This design comes from an exercise in tuning for small area, a short achievable clock period and few clock cycles on the open sky130 flow, not from production work. Function was checked by simulation only, so behaviour that the tests miss may differ from the original. Power is estimated from default activity; no workload was simulated.

Design axi4_lite_slave, start of the top module:
module axi4_lite_slave #(
    parameter int unsigned ADDR_WIDTH = 32,
    parameter int unsigned DATA_WIDTH = 32
)(
    input  logic                  aclk,
    input  logic                  aresetn,         
    input  logic [ADDR_WIDTH-1:0] awaddr,
    input  logic                  awvalid,
    output logic                  awready,
    input  logic [DATA_WIDTH-1:0] wdata,
    input  logic [3:0]            wstrb,
    input  logic                  wvalid,
    output logic                  wready,
    output logic [1:0]            bresp,
    output logic                  bvalid,
    input  logic                  bready,
    input  logic [ADDR_WIDTH-1:0] araddr,
    input  logic                  arvalid,
    output logic                  arready,
    output logic [DATA_WIDTH-1:0] rdata,
    output logic [1:0]            rresp,
    output logic                  rvalid,
    input  logic                  rready
);
    localparam int unsigned NUM_REGS = 16;
    function automatic logic addr_ok(input logic [ADDR_WIDTH-1:0] a);
        addr_ok = (a[1:0] == 2'b00) && (a[ADDR_WIDTH-1:6] == '0);
    endfunction
    logic [DATA_WIDTH-1:0] reg_file [0:NUM_REGS-1];
    logic                  aw_v, w_v;      
    logic                  wr_go;          
    logic [3:0]            aw_idx;
    logic                  aw_ok;
    logic [DATA_WIDTH-1:0] w_data;
    logic [3:0]            w_strb;
    logic                  awready_r, wready_r;
    logic                  b0_v, b1_v;     
    logic                  b0_err, b1_err;
    logic aw_hs, w_hs, pair, aw_v_n, w_v_n, push, push_ok, pop;
    logic b0_v_n, b1_v_n;
    assign aw_hs   = awvalid & awready_r;
    assign w_hs    = wvalid & wready_r;
    assign pair    = aw_v & w_v;               
  ...
Size: roughly 1200 cells after synthesis.
==> flow/config.mk <==
export PLATFORM = sky130hd
export DESIGN_NAME = axi4_lite_slave
export DESIGN_NICKNAME = axi4_lite_slave
export VERILOG_FILES = /design/flow/design.v
export SDC_FILE = /design/flow/constraint.sdc
export NUM_CORES = 4
export LEC_CHECK = 0
export CAP_MARGIN = 20
export CORE_MARGIN = 2
export CORE_UTILIZATION = 40
export SETUP_SLACK_MARGIN = 2.0
export SLEW_MARGIN = 20
==> flow/constraint.sdc <==
create_clock -name core_clock -period 4.0 [get_ports {aclk}]
set_input_delay 0.8000 -clock core_clock [delete_from_list [all_inputs] [get_ports {aclk}]]
set_output_delay 0.8000 -clock core_clock [all_outputs]
set_load 0.01 [all_outputs]
run.sh (not shown) runs the stock make flow with config.mk's settings and CLKGATE_MAP_FILE= SYNTH_SCRIPT=/design/flow/synth_recipe.tcl, a recipe that flattens the netlist after the stock synthesis.
The baseline finished clean.
Testbench counts at the start, summed over its fixed seeds: cycles 3,735.
Rerun with:
==> flow/flow/run.sh (new file) <==
#!/bin/bash
# Standard ORFS layout, with the I/O port buffers made from a small buffer
# cell (buffer_ports -buffer_cell) instead of the one OpenROAD picks itself.
set -euo pipefail
EXTRA=()
[[ -f flow/extra_args ]] && mapfile -t EXTRA < flow/extra_args
bash standard.sh "BUFFER_PORTS_ARGS=-buffer_cell sky130_fd_sc_hd__buf_1" "${EXTRA[@]}" finish > make_finish.log 2>&1
==> flow/standard.sh (new file) <==
#!/bin/bash
# synth_recipe.tcl (not shown) runs the flow's synth.tcl, then flattens the netlist and writes it again
# the make line also repeats each setting of config.mk as NAME=value (left out here)
make -C /OpenROAD-flow-scripts/flow DESIGN_CONFIG=/design/flow/config.mk WORK_HOME=/design/flow/orfs CLKGATE_MAP_FILE= SYNTH_SCRIPT=/design/flow/synth_recipe.tcl "${@:-finish}"
CAP_MARGIN = 0   (was 20)
CTS_CLUSTER_DIAMETER = 80   (was not set)
CTS_CLUSTER_SIZE = 25   (was not set)
SLEW_MARGIN = 0   (was 20)
removed: flow/run.sh
What happened: The changed run finished clean. Die area stays the same. Cell count goes down by 2.7%. Final area goes down by 6.7%. Wire length goes down by 3.0%. Utilization goes down by 3.3 points.
Rerun with:
CAP_MARGIN = 20   (was 0)
CORE_UTILIZATION = 55   (was 40)
SLEW_MARGIN = 20   (was 0)
Synthesized area stays the same.
Setup slack gets better by 47 ps.
Utilization came out higher by 17 points.
Rerun with:
==> flow/flow/extra_args (new file) <==
MATCH_CELL_FOOTPRINT=0
CORE_UTILIZATION = 40   (was 55)
Sequential power hardly moves.
Die area came out higher by 37%.
Count of clock-buffer cells in the layout went down by 2.
Clock power fell by about 2%.
Global-route usage came out lower by 6.6 points.
Sequential share of layout area shrinks by 0.29 points.
Routed wire length came out higher by 3.2%.
Synthesized cell count does not change.


Starting RTL as in the previous note.
Settings: LEC_CHECK=0, CAP_MARGIN=20, CORE_MARGIN=2, CORE_UTILIZATION=40, CTS_CLUSTER_DIAMETER=80, CTS_CLUSTER_SIZE=25, PLACE_DENSITY=0.75, SETUP_SLACK_MARGIN=2.0, SLEW_MARGIN=20; clock period 4.0 ns.
standard.sh (not shown) runs the stock make flow with config.mk's settings and CLKGATE_MAP_FILE= SYNTH_SCRIPT=/design/flow/synth_recipe.tcl, a recipe that flattens the netlist after the stock synthesis.
==> flow/flow/run.sh <==
#!/bin/bash
# Standard ORFS layout, with the I/O port buffers made from a small buffer
# cell (buffer_ports -buffer_cell) instead of the one OpenROAD picks itself.
set -euo pipefail
EXTRA=()
[[ -f flow/extra_args ]] && mapfile -t EXTRA < flow/extra_args
bash standard.sh "BUFFER_PORTS_ARGS=-buffer_cell sky130_fd_sc_hd__buf_1" "${EXTRA[@]}" finish > make_finish.log 2>&1
The first run completed without violations.
Testbench counts at the start, summed over its fixed seeds: cycles 3,735.
Change:
Settings changed: CTS_CLUSTER_DIAMETER 80 to unset, CTS_CLUSTER_SIZE 25 to unset, PLACE_DENSITY 0.75 to unset.
The new run ran to the end with no violations; total power rises by 16%; cell area rises by 3.3%; routed wire length goes up by 1.9%; critical path depth went down by 4; maximum frequency went up by 1.5%; sequential share of layout area came out lower by 2.3 points; via count went down by 0.76%; clock power increases by 54%; clock-buffer cell count rose by 37; area after synthesis stays the same; sequential cell count is unchanged.
Change:
Settings changed: CTS_CLUSTER_DIAMETER set to 80, CTS_CLUSTER_SIZE set to 25, SETUP_SLACK_MARGIN 2.0 to 1.9.
- The changed run produced a clean layout
- design area went down by 3.9%
- first-iteration DRC count went up by 5.4%
- synthesized cell count does not change
- sequential cell count is unchanged
- final cell count decreases by 2.5%
Change:
Settings changed: GPL_TIMING_DRIVEN set to 0, SETUP_SLACK_MARGIN 1.9 to 2.0.
=>
- cell area is higher by 5.6%
- register-to-register slack improved by 0.09 ns
- setup slack improved by 0.040 ns
- area after synthesis is unchanged
- non-clock buffer count is higher by 69
- first-iteration DRC count is higher by 31%
- clock power is higher by about 5%
Change:
==> flow/flow/extra_args (new file) <==
CTS_ARGS=-sink_clustering_enable -repair_clock_nets -sink_clustering_size 25 -sink_clustering_max_diameter 80 -dont_use_dummy_load
Settings changed: GPL_TIMING_DRIVEN 0 to unset.
After rerunning: Clock power fell by roughly a tenth. Sequential power hardly moves. Wire length fell by about a fifth.
Change:
Settings changed: SETUP_SLACK_MARGIN 2.0 to 2.05.
removed: flow/flow/extra_args
Effect: The new run went through all stages and came out clean; final area is higher slightly; combinational power rose by a few percent; clock skew rises by 0.0072 ns; clock power rises by a few percent; total power goes up slightly; cell count went up slightly; setup slack improves by 0.0062 ns; sequential cell count does not change; count of clock-buffer cells in the layout goes up by 12; die area does not change; wire length increases slightly.


Setup of old:
axi4_lite_slave again, from the RTL that the note above started with.
==> flow/config.mk <==
export PLATFORM = sky130hd
export DESIGN_NAME = axi4_lite_slave
export DESIGN_NICKNAME = axi4_lite_slave
export VERILOG_FILES = /design/flow/design.v
export SDC_FILE = /design/flow/constraint.sdc
export NUM_CORES = 4
export LEC_CHECK = 0
export CAP_MARGIN = 20
export CORE_MARGIN = 2
export CORE_UTILIZATION = 40
export CTS_CLUSTER_DIAMETER = 90
export CTS_CLUSTER_SIZE = 30
export SETUP_SLACK_MARGIN = 2.0
export SLEW_MARGIN = 20
==> flow/constraint.sdc <==
create_clock -name core_clock -period 4.0 [get_ports {aclk}]
set_input_delay 0.8000 -clock core_clock [delete_from_list [all_inputs] [get_ports {aclk}]]
set_output_delay 0.8000 -clock core_clock [all_outputs]
set_load 0.01 [all_outputs]
==> flow/flow/extra_args <==
CTS_ARGS=-sink_clustering_enable -repair_clock_nets -sink_clustering_size 30 -sink_clustering_max_diameter 90 -dont_use_dummy_load
Scripts as last shown in full above: flow/flow/run.sh
old has completed all stages; timing, DRC and antenna checks passed.
Testbench counts of old, summed over its fixed seeds: cycles 3,735.
The inputs of new differ from those of old as listed below.
Settings: a change of CTS_CLUSTER_SIZE from 30 to 25; a change of CTS_CLUSTER_DIAMETER from 90 to 80.
removed: flow/flow/extra_args
[new] wire length after detailed routing rose about 0.75% relative to old
Relative to old, the TritonCTS buffer count of new is higher by 20%.
Design area (lower): old
new: via count 235 above old
new vs old, instance count: new higher
new and old ended up with nearly the same fraction of met3 tracks used by global routing.


## v12
The RTL this note starts from:
==> flow/design.v <==
module axi4_lite_slave #(
    parameter int unsigned ADDR_WIDTH = 32,
    parameter int unsigned DATA_WIDTH = 32
)(
    input  logic                  aclk,
    input  logic                  aresetn,         
    input  logic [ADDR_WIDTH-1:0] awaddr,
    input  logic                  awvalid,
    output logic                  awready,
    input  logic [DATA_WIDTH-1:0] wdata,
    input  logic [3:0]            wstrb,
    input  logic                  wvalid,
    output logic                  wready,
    output logic [1:0]            bresp,
    output logic                  bvalid,
    input  logic                  bready,
    input  logic [ADDR_WIDTH-1:0] araddr,
    input  logic                  arvalid,
    output logic                  arready,
    output logic [DATA_WIDTH-1:0] rdata,
    output logic [1:0]            rresp,
    output logic                  rvalid,
    input  logic                  rready
);
    localparam int unsigned NUM_REGS = 16;
    function automatic logic addr_ok(input logic [ADDR_WIDTH-1:0] a);
        addr_ok = (a[1:0] == 2'b00) && (a[ADDR_WIDTH-1:6] == '0);
    endfunction
    logic [DATA_WIDTH-1:0] reg_file [0:NUM_REGS-1];
    logic                  aw_v, w_v;
    logic [3:0]            aw_idx;
    logic                  aw_ok;
    logic [DATA_WIDTH-1:0] w_data;
    logic [3:0]            w_strb;
    logic                  awready_r, wready_r;
    logic [1:0]            bcnt;           
    logic                  bq0_err, bq1_err;
    logic                  bvalid_r;
    logic aw_hs, w_hs, pair, aw_v_n, w_v_n, push, push_err, pop;
    logic [1:0] brem, bcnt_n;
    assign aw_hs    = awvalid & awready_r;
    assign w_hs     = wvalid & wready_r;
    assign pair     = aw_v & w_v;              
    assign aw_v_n   = aw_hs | (aw_v & ~pair);
    assign w_v_n    = w_hs  | (w_v  & ~pair);
    assign push     = aw_v_n & w_v_n;          
    assign push_err = aw_hs ? ~addr_ok(awaddr) : ~aw_ok;
    assign pop      = bvalid_r & bready;
    assign brem     = bcnt - {1'b0, pop};
    assign bcnt_n   = brem + {1'b0, push};
    assign awready = awready_r;
    assign wready  = wready_r;
    assign bvalid  = bvalid_r;
    assign bresp   = {bq0_err, 1'b0};
    always_ff @(posedge aclk) begin
        if (aw_hs) begin
            aw_idx <= awaddr[5:2];
            aw_ok  <= addr_ok(awaddr);
        end
        if (w_hs) begin
            w_data <= wdata;
            w_strb <= wstrb;
        end
        if (brem == 2'd0)     bq0_err <= push_err;
        else if (pop)         bq0_err <= bq1_err;
        if (brem == 2'd1)     bq1_err <= push_err;
    end
    always_ff @(posedge aclk) begin
        if (!aresetn) begin
            aw_v      <= 1'b0;
            w_v       <= 1'b0;
            bcnt      <= 2'd0;
            bvalid_r  <= 1'b0;
            awready_r <= 1'b1;
            wready_r  <= 1'b1;
        end else begin
            aw_v      <= aw_v_n;
            w_v       <= w_v_n;
            bcnt      <= bcnt_n;
            bvalid_r  <= (bcnt_n != 2'd0);
            awready_r <= ~(aw_v_n & ~w_v_n) & ~bcnt_n[1];
            wready_r  <= ~(w_v_n & ~aw_v_n) & ~bcnt_n[1];
        end
    end
    logic [DATA_WIDTH-1:0] wr_d;
    assign wr_d = w_data & {DATA_WIDTH{aresetn}};
    always_ff @(posedge aclk) begin
        for (int i = 0; i < NUM_REGS; i++)
            for (int b = 0; b < 4; b++)
                if (!aresetn || (pair && aw_ok && aw_idx == 4'(i) && w_strb[b]))
                    reg_file[i][8*b +: 8] <= wr_d[8*b +: 8];
    end
    logic       arready_r;
    logic [1:0] rcnt;                  
    logic [NUM_REGS-1:0] rq0_sel;      
    logic       rq0_err;
    logic [3:0] rq1_idx;
    logic       rq1_ok;
    logic       rvalid_r;
    logic [DATA_WIDTH-1:0] rdata_r;
    logic       rerr_r;
    logic ar_hs, adv;
    logic [1:0] rrem, rcnt_n;
    logic [3:0] ar_idx;
    logic       ar_ok;
    logic [NUM_REGS-1:0] ar_sel, rq1_sel;
    logic [DATA_WIDTH-1:0] rd_mux;
    assign ar_hs  = arvalid & arready_r;
    assign ar_idx = araddr[5:2];
    assign ar_ok  = addr_ok(araddr);
    assign adv    = (rcnt != 2'd0) & (~rvalid_r | rready);    
    assign rrem   = rcnt - {1'b0, adv};
    assign rcnt_n = rrem + {1'b0, ar_hs};
    always_comb begin
        for (int i = 0; i < NUM_REGS; i++) begin
            ar_sel[i]  = ar_ok  && (ar_idx  == 4'(i));
            rq1_sel[i] = rq1_ok && (rq1_idx == 4'(i));
        end
        rd_mux = '0;
        for (int i = 0; i < NUM_REGS; i++)
            rd_mux = rd_mux | (reg_file[i] & {DATA_WIDTH{rq0_sel[i]}});
    end
    assign arready = arready_r;
    assign rvalid  = rvalid_r;
    assign rdata   = rdata_r;
    assign rresp   = {rerr_r, 1'b0};
    always_ff @(posedge aclk) begin
        if (rrem == 2'd0) begin
            rq0_sel <= ar_sel;
            rq0_err <= ~ar_ok;
        end else if (adv) begin
            rq0_sel <= rq1_sel;
            rq0_err <= ~rq1_ok;
        end
        if (rrem == 2'd1) begin
            rq1_idx <= ar_idx;
            rq1_ok  <= ar_ok;
        end
        if (adv) begin
            rdata_r <= rd_mux;
            rerr_r  <= rq0_err;
        end
    end
    always_ff @(posedge aclk) begin
        if (!aresetn) begin
            rcnt      <= 2'd0;
            rvalid_r  <= 1'b0;
            arready_r <= 1'b1;
        end else begin
            rcnt      <= rcnt_n;
            rvalid_r  <= adv | (rvalid_r & ~rready);
            arready_r <= ~rcnt_n[1];
        end
    end
endmodule
Settings: LEC_CHECK=0, CAP_MARGIN=20, CORE_MARGIN=2, CORE_UTILIZATION=40, SETUP_SLACK_MARGIN=2.0, SLEW_MARGIN=20; clock period 4.0 ns.
run.sh (not shown) runs the stock make flow with config.mk's settings and CLKGATE_MAP_FILE= SYNTH_SCRIPT=/design/flow/synth_recipe.tcl, a recipe that flattens the netlist after the stock synthesis.
Stock flow here: none of the scripts above is used.
Testbench counts of v12, summed over its fixed seeds: cycles 3,735.
Relative to v12, the following input files were edited for v10:
Settings: ABC_CLOCK_PERIOD_IN_PS newly set to 1500.
## What came out
Per the final summary, v10 finished and its layout is clean on timing, DRC and antenna. Diff v12..v10 | fraction of area in registers | unchanged. Going from v12 to v10, setup slack about even, maximum clock frequency about even. Reported for v12 and v10, max-slew violation count turned out identical to the last digit. Reported for v12 and v10, power turned out identical to the last digit. On reported max-cap violation count, v12 and v10 are neck and neck. Per the comparison of v10 with v12, final cell count flat; clock net sink count closely matched the old numbers.

==> separate check: timing with driven ports <==
Ports are ideal in the flow. The routed layouts listed here were re-timed in OpenROAD.
Step 1, drivers: a clkbuf_16 drives aclk and a buf_2 each remaining input, both assumed.
Step 2 also shifts input and output timing later by t, the mid clock arrival at the registers, as if the neighbouring blocks saw the same clock.
a / b / c = ideal ports / drivers / drivers and shift; a / b = the first two.
run	shift t [ns]	setup WS [ns]	worst setup path at the end	clock arrival spread, ns	cell pins on the clock port's net
the first run of note 1	0.662	1.916 / 1.916 / 1.418	input to register	0.017 / 0.018	1
the second run of note 1	0.668	1.986 / 1.927 / 1.464	input to register	0.016 / 0.016	1
the third run of note 1	0.656	2.033 / 1.987 / 1.589	input to register	0.029 / 0.028	1
the fourth run of note 1	0.668	1.986 / 1.927 / 1.464	input to register	0.016 / 0.016	1
the first run of note 2	0.659	1.938 / 1.938 / 1.613	input to register	0.031 / 0.031	1
the second run of note 2	0.671	1.968 / 1.913 / 1.469	input to register	0.026 / 0.026	1
the third run of note 2	0.664	1.874 / 1.874 / 1.315	input to register	0.026 / 0.026	1
the fourth run of note 2	0.671	1.914 / 1.856 / 1.333	input to register	0.028 / 0.028	1
the fifth run of note 2	0.659	1.991 / 1.931 / 1.485	input to register	0.030 / 0.030	1
the sixth run of note 2	0.651	1.997 / 1.940 / 1.454	input to register	0.035 / 0.035	1
old	0.625	1.987 / 1.931 / 1.478	input to register	0.047 / 0.046	1
new	0.668	1.986 / 1.927 / 1.464	input to register	0.016 / 0.016	1
v12	0.674	2.037 / 1.977 / 1.419	input to register	0.030 / 0.031	1
v10	0.674	2.037 / 1.977 / 1.419	input to register	0.030 / 0.031	1
After both steps every run listed still meets setup and hold.
